What follows belongs to an exercise in optimizing a design on an open flow for small area, a short achievable clock period and few clock cycles; a production flow would make more cautious choices.
Where RTL was checked, it was by simulation tests only, not by an equivalence proof against the original.

Design CONV, start of the top module:
module  CONV(
	input		  clk,
	input		  reset,
	output		  busy,
	input		  ready,
	output [11:0] iaddr,
	input  [19:0] idata,
	output	 	  cwr,
	output [11:0] caddr_wr,
	output [19:0] cdata_wr,
	output	 	  crd,
	output [11:0] caddr_rd,
	input  [19:0] cdata_rd,
	output [ 2:0] csel
	);
localparam LAT = 2;    
reg        busy_r, done_r, run_r;
reg        zc_r;       
reg        prv_r;      
reg [11:0] ra_r;       
reg [ 3:0] rr_r;       
reg        rv_r;       
wire       l1_last;
reg        pool_on;    
assign busy  = busy_r;
assign iaddr = ra_r;
wire rlast = (rr_r == 4'd9);
always @(posedge clk or posedge reset) begin
	if (reset) begin
		busy_r    <= 1'b0;
		run_r     <= 1'b0;
		zc_r      <= 1'b1;
		prv_r     <= 1'b0;
		ra_r      <= 12'd0;       
		rr_r      <= 4'd0;
		rv_r      <= 1'b0;
	end else begin
		if (!busy_r && !done_r && ready) begin
			busy_r <= 1'b1;
			run_r  <= 1'b1;
		end
		if (l1_last) begin
			busy_r <= 1'b0;
			run_r  <= 1'b0;
		end
		if (run_r) begin
			if (rlast) begin
				rr_r  <= 4'd0;
				prv_r <= !zc_r || (ra_r[11:6] == 6'd0 && pool_on);
				if (zc_r) begin
					zc_r <= 1'b0;
					ra_r <= ra_r - 12'd64;            
					rv_r <= (ra_r[11:6] != 6'd0);
				end else if (ra_r[5:0] == 6'd63) begin
					zc_r <= 1'b1;
					rv_r <= 1'b0;
					ra_r <= ra_r - 12'd63;            
				end else begin
					ra_r <= ra_r - 12'd575;           
					rv_r <= (ra_r[11:6] != 6'd8);
				end
			end else begin
				rr_r <= rr_r + 4'd1;
				if (!zc_r) begin
					ra_r <= ra_r + 12'd64;
					rv_r <= !(rr_r == 4'd8 && ra_r[11:6] == 6'd63);
				end
			end
		end
	end
end
reg [19:0] px [0:22];
reg        vld1;                   
integer i;
always @(posedge clk) begin
	px[0] <= rv_r ? idata : 20'd0;
	for (i = 1; i < 23; i = i + 1) px[i] <= px[i-1];
end
always @(posedge clk or posedge reset) begin
	if (reset) vld1 <= 1'b0;
	else       vld1 <= run_r && prv_r && (rr_r >= 4'd2);
end
wire [19:0] res;
convolution u_conv (
	.clk(clk),
	.t0(px[0]),  .t1(px[1]),  .t2(px[2]),
	.t3(px[10]), .t4(px[11]), .t5(px[12]),
	.t6(px[20]), .t7(px[21]), .t8(px[22]),
	.res(res)
);
reg [LAT-1:0] vpipe;
always @(posedge clk or posedge reset) begin
	if (reset) vpipe <= {LAT{1'b0}};
	else       vpipe <= {vpipe, vld1};
end
wire bnext   = vpipe[LAT-1];
reg  l0_done;
  ...
clock: 12.0 ns
lec_check: 0
cap_margin: 20
core_margin: 2
core_utilization: 65
cts_buf_list: sky130_fd_sc_hd__clkbuf_8 sky130_fd_sc_hd__clkbuf_16
cts_cluster_diameter: 80
cts_cluster_size: 30
place_density: 0.75
slew_margin: 20
synth_hierarchical: 1
synth_minimum_keep_size: 0
standard.sh (not shown) runs the stock make flow with config.mk's settings and CLKGATE_MAP_FILE= SYNTH_SCRIPT=/design/flow/synth_recipe.tcl, a recipe that flattens the netlist after the stock synthesis.
==> flow/flow/run.sh <==
#!/bin/bash
# The standard layout (standard.sh), with two changes to how it is made; the
# constraints are unchanged:
#  - repair_timing aims for 8.4 ns of setup slack at the design's clock period;
#  - the port buffers that buffer_ports inserts on every input and output are buf_1 cells (repair_timing may upsize them).
# Each tool's output is in orfs/logs/; make's own output is in make.log.
set -euo pipefail
bash standard.sh SETUP_SLACK_MARGIN=8.4 "BUFFER_PORTS_ARGS=-buffer_cell sky130_fd_sc_hd__buf_1" finish > make.log 2>&1
Then changed:
CTS_BUF_LIST = sky130_fd_sc_hd__clkbuf_16   (was sky130_fd_sc_hd__clkbuf_8 sky130_fd_sc_hd__clkbuf_16)
Effect: Register-to-register slack is better by 0.04 ns. Hold slack stays flat. Critical path depth climbs by 1. Wire length is lower by 1.1%. First-iteration DRC count fell by 11%. Global-route usage shrinks by 0.25 points.
Then changed:
CTS_CLUSTER_DIAMETER = 60   (was 80)
CTS_CLUSTER_SIZE = 24   (was 30)
Result: The new run went through all stages and came out clean; cell area grows by about 0.8%; die area does not change; area after synthesis does not change; via count increases by about 1.3%; clock skew shrinks by 0.0076 ns; final cell count rose by about 0.5%; utilization climbs by 0.54 points.
Then changed:
==> flow/flow/run.sh (replaced) <==
#!/bin/bash
# The standard layout (standard.sh), with two changes to how it is made; the
# constraints are unchanged:
#  - repair_timing aims for 8.5 ns of setup slack at the design's clock period;
#  - the port buffers that buffer_ports inserts on every input and output are buf_1 cells (repair_timing may upsize them).
# Each tool's output is in orfs/logs/; make's own output is in make.log.
set -euo pipefail
bash standard.sh SETUP_SLACK_MARGIN=8.5 "BUFFER_PORTS_ARGS=-buffer_cell sky130_fd_sc_hd__buf_1" finish > make.log 2>&1
CTS_CLUSTER_DIAMETER = 80   (was 60)
CTS_CLUSTER_SIZE = 30   (was 24)
- routed wire length grows by 1.1%
- synthesized cell count does not change
- flip-flop and latch count is unchanged
- critical path depth shrinks by 5
No run of this note included a check of the RTL's function; only the layout flow was run.

========
Another version of the RTL of CONV (not shown whole).
Size: roughly 2700 cells after synthesis, ~820 flip-flops.
export LEC_CHECK = 0
export CAP_MARGIN = 20
export CORE_MARGIN = 2
export CORE_UTILIZATION = 80
export CTS_BUF_LIST = sky130_fd_sc_hd__clkbuf_16
export CTS_CLUSTER_DIAMETER = 80
export CTS_CLUSTER_SIZE = 30
export PLACE_DENSITY = 0.85
export SLEW_MARGIN = 20
export SYNTH_HIERARCHICAL = 1
export SYNTH_MINIMUM_KEEP_SIZE = 0
create_clock -name core_clock -period 12.0 [get_ports {clk}]
==> flow/flow/run.sh <==
#!/bin/bash
# The standard layout (standard.sh), with two changes to how it is made; the
# constraints are unchanged:
#  - repair_timing aims for 8.4 ns of setup slack at the design's clock period;
#  - the port buffers that buffer_ports inserts on every input and output are buf_1 cells (repair_timing may upsize them).
# Each tool's output is in orfs/logs/; make's own output is in make.log.
set -euo pipefail
bash standard.sh SETUP_SLACK_MARGIN=8.4 "BUFFER_PORTS_ARGS=-buffer_cell sky130_fd_sc_hd__buf_1" finish > make.log 2>&1
The baseline failed in global routing.
Testbench counts at the start, summed over its fixed seeds: cycles 62,844.
Then changed:
--- a/flow/config.mk
+++ b/flow/config.mk
@@ -10 +10 @@
-export CORE_UTILIZATION = 80
+export CORE_UTILIZATION = 65
@@ -14 +14,2 @@
-export PLACE_DENSITY = 0.85
+export GPL_TIMING_DRIVEN = 1
+export PLACE_DENSITY = 0.75
This time the run finished with timing, DRC and antenna clean.
Synthesized cell count stays the same.
Area after synthesis does not change.
Then changed:
==> flow/flow/run.sh (replaced) <==
#!/bin/bash
# The standard layout (standard.sh), with two changes to how it is made; the
# constraints are unchanged:
#  - repair_timing aims for 8.4 ns of setup slack at the design's clock period;
#  - the port buffers that buffer_ports inserts on every input and output are buf_4 cells.
# Each tool's output is in orfs/logs/; make's own output is in make.log.
set -euo pipefail
bash standard.sh SETUP_SLACK_MARGIN=8.4 "BUFFER_PORTS_ARGS=-buffer_cell sky130_fd_sc_hd__buf_4" finish > make.log 2>&1
--- a/flow/config.mk
+++ b/flow/config.mk
@@ -14,2 +13,0 @@
-export GPL_TIMING_DRIVEN = 1
-export PLACE_DENSITY = 0.75
Outcome: The changed run produced a clean layout; critical path depth does not change; core utilization grows by 0.68 points; first-iteration DRC count grows by 4.6%; count of clock-buffer cells in the layout grows by 1; via count stays flat; global-route usage shrinks by 0.73 points; setup slack gets worse by 0.018 ns; cell count stays the same; synthesized cell count stays the same.
Then changed:
--- a/flow/flow/run.sh
+++ b/flow/flow/run.sh
@@ -5 +5 @@
-#  - the port buffers that buffer_ports inserts on every input and output are buf_4 cells.
+#  - the port buffers that buffer_ports inserts on every input and output are buf_2 cells (repair_timing may upsize them).
@@ -8 +8 @@
-bash standard.sh SETUP_SLACK_MARGIN=8.4 "BUFFER_PORTS_ARGS=-buffer_cell sky130_fd_sc_hd__buf_4" finish > make.log 2>&1
+bash standard.sh SETUP_SLACK_MARGIN=8.4 "BUFFER_PORTS_ARGS=-buffer_cell sky130_fd_sc_hd__buf_2" finish > make.log 2>&1
Die area is unchanged.
Setup slack gets better by 0.0095 ns.
Sequential share of layout area goes up by 0.44 points.
Final area goes down by 1.1%.
Routed wire length goes down by 3.4%.
Critical path depth stays the same.
Non-clock buffer count goes down by 5.
Then changed:
==> flow/flow/run.sh (replaced) <==
#!/bin/bash
# The standard layout (standard.sh), with two changes to how it is made; the
# constraints are unchanged:
#  - repair_timing aims for 8.4 ns of setup slack at the design's clock period;
#  - the port buffers that buffer_ports inserts on every input and output are buf_1 cells (repair_timing may upsize them).
# Each tool's output is in orfs/logs/; make's own output is in make.log.
set -euo pipefail
bash standard.sh SETUP_SLACK_MARGIN=8.4 "BUFFER_PORTS_ARGS=-buffer_cell sky130_fd_sc_hd__buf_1" finish > make.log 2>&1
--- a/flow/config.mk
+++ b/flow/config.mk
@@ -13,0 +14 @@
+export PLACE_DENSITY = 0.75
Effect: Synthesized area stays the same; sequential cell count is unchanged; sequential share of layout area barely changes; maximum frequency barely changes; via count climbs slightly.

========
## rev 12
Another version of the RTL of CONV (not shown whole).
Size in the first run: ~810 flip-flops, ~0.043 mm² of cells after synthesis.
clock: 12.0 ns
lec_check: 0
cap_margin: 20
core_margin: 2
core_utilization: 65
cts_buf_list: sky130_fd_sc_hd__clkbuf_8
cts_cluster_diameter: 50
cts_cluster_size: 16
slew_margin: 20
synth_hierarchical: 1
synth_minimum_keep_size: 0
==> flow/flow/run.sh <==
#!/bin/bash
set -euo pipefail
bash standard.sh SETUP_SLACK_MARGIN=8 finish > make.log 2>&1
Testbench counts of rev 12, summed over its fixed seeds: cycles 62,964.
What rev 13 does differently from rev 12 at the input level:
- removing CTS_CLUSTER_DIAMETER (formerly 50)
- removing CTS_CLUSTER_SIZE (formerly 16)
- removing CTS_BUF_LIST (formerly sky130_fd_sc_hd__clkbuf_8)
Results
Rev 13: no failed stages, no open violations at the end
Density: rev 13 denser than rev 12
Relative to rev 12, slack of the critical path has increased by 44 ps in rev 13.
Rev 13 vs rev 12, slowest cell on the critical path: fa_1 vs fa_2
Rev 13 vs. rev 12: first-pass GRT wire length moved up, part of the cycle the worst path needs moved down.

-- what the ideal ports hide --
No port has a modelled driver above. Below, the same layouts with a new extraction and two added sets of constraints.
Step 1 (the two cells are an assumption about what drives the block):
set clk [get_ports {clk}]
set_driving_cell -lib_cell sky130_fd_sc_hd__clkbuf_16 $clk
set_driving_cell -lib_cell sky130_fd_sc_hd__buf_2 [delete_from_list [all_inputs] $clk]
Step 2, shift: input delay + t, output delay - t, t = (earliest + latest rising clock arrival at the registers) / 2. This alone moves slack from input paths to output paths.
Three values: ideal ports, drivers, drivers and shift; two values: the first two.
run | t, ns | setup slack, ns | worst setup path after step 2
the first run of note 1 | 0.678 | 8.329 / 8.329 / 8.329 | register to register
the second run of note 1 | 0.679 | 8.372 / 8.334 / 8.372 | register to register
the third run of note 1 | 0.693 | 8.382 / 8.351 / 8.382 | register to register
the fourth run of note 1 | 0.678 | 8.405 / 8.340 / 8.465 | register to register
the second run of note 2 | 0.681 | 8.367 / 8.297 / 8.386 | register to register
the third run of note 2 | 0.690 | 8.349 / 8.279 / 8.378 | register to register
the fourth run of note 2 | 0.684 | 8.358 / 8.292 / 8.359 | register to register
the fifth run of note 2 | 0.681 | 8.367 / 8.297 / 8.386 | register to register
rev 12 | 0.757 | 7.924 / 7.924 / 7.924 | register to register
rev 13 | 0.701 | 7.968 / 7.966 / 7.968 | register to register
After both steps setup and hold are still met in every run listed.
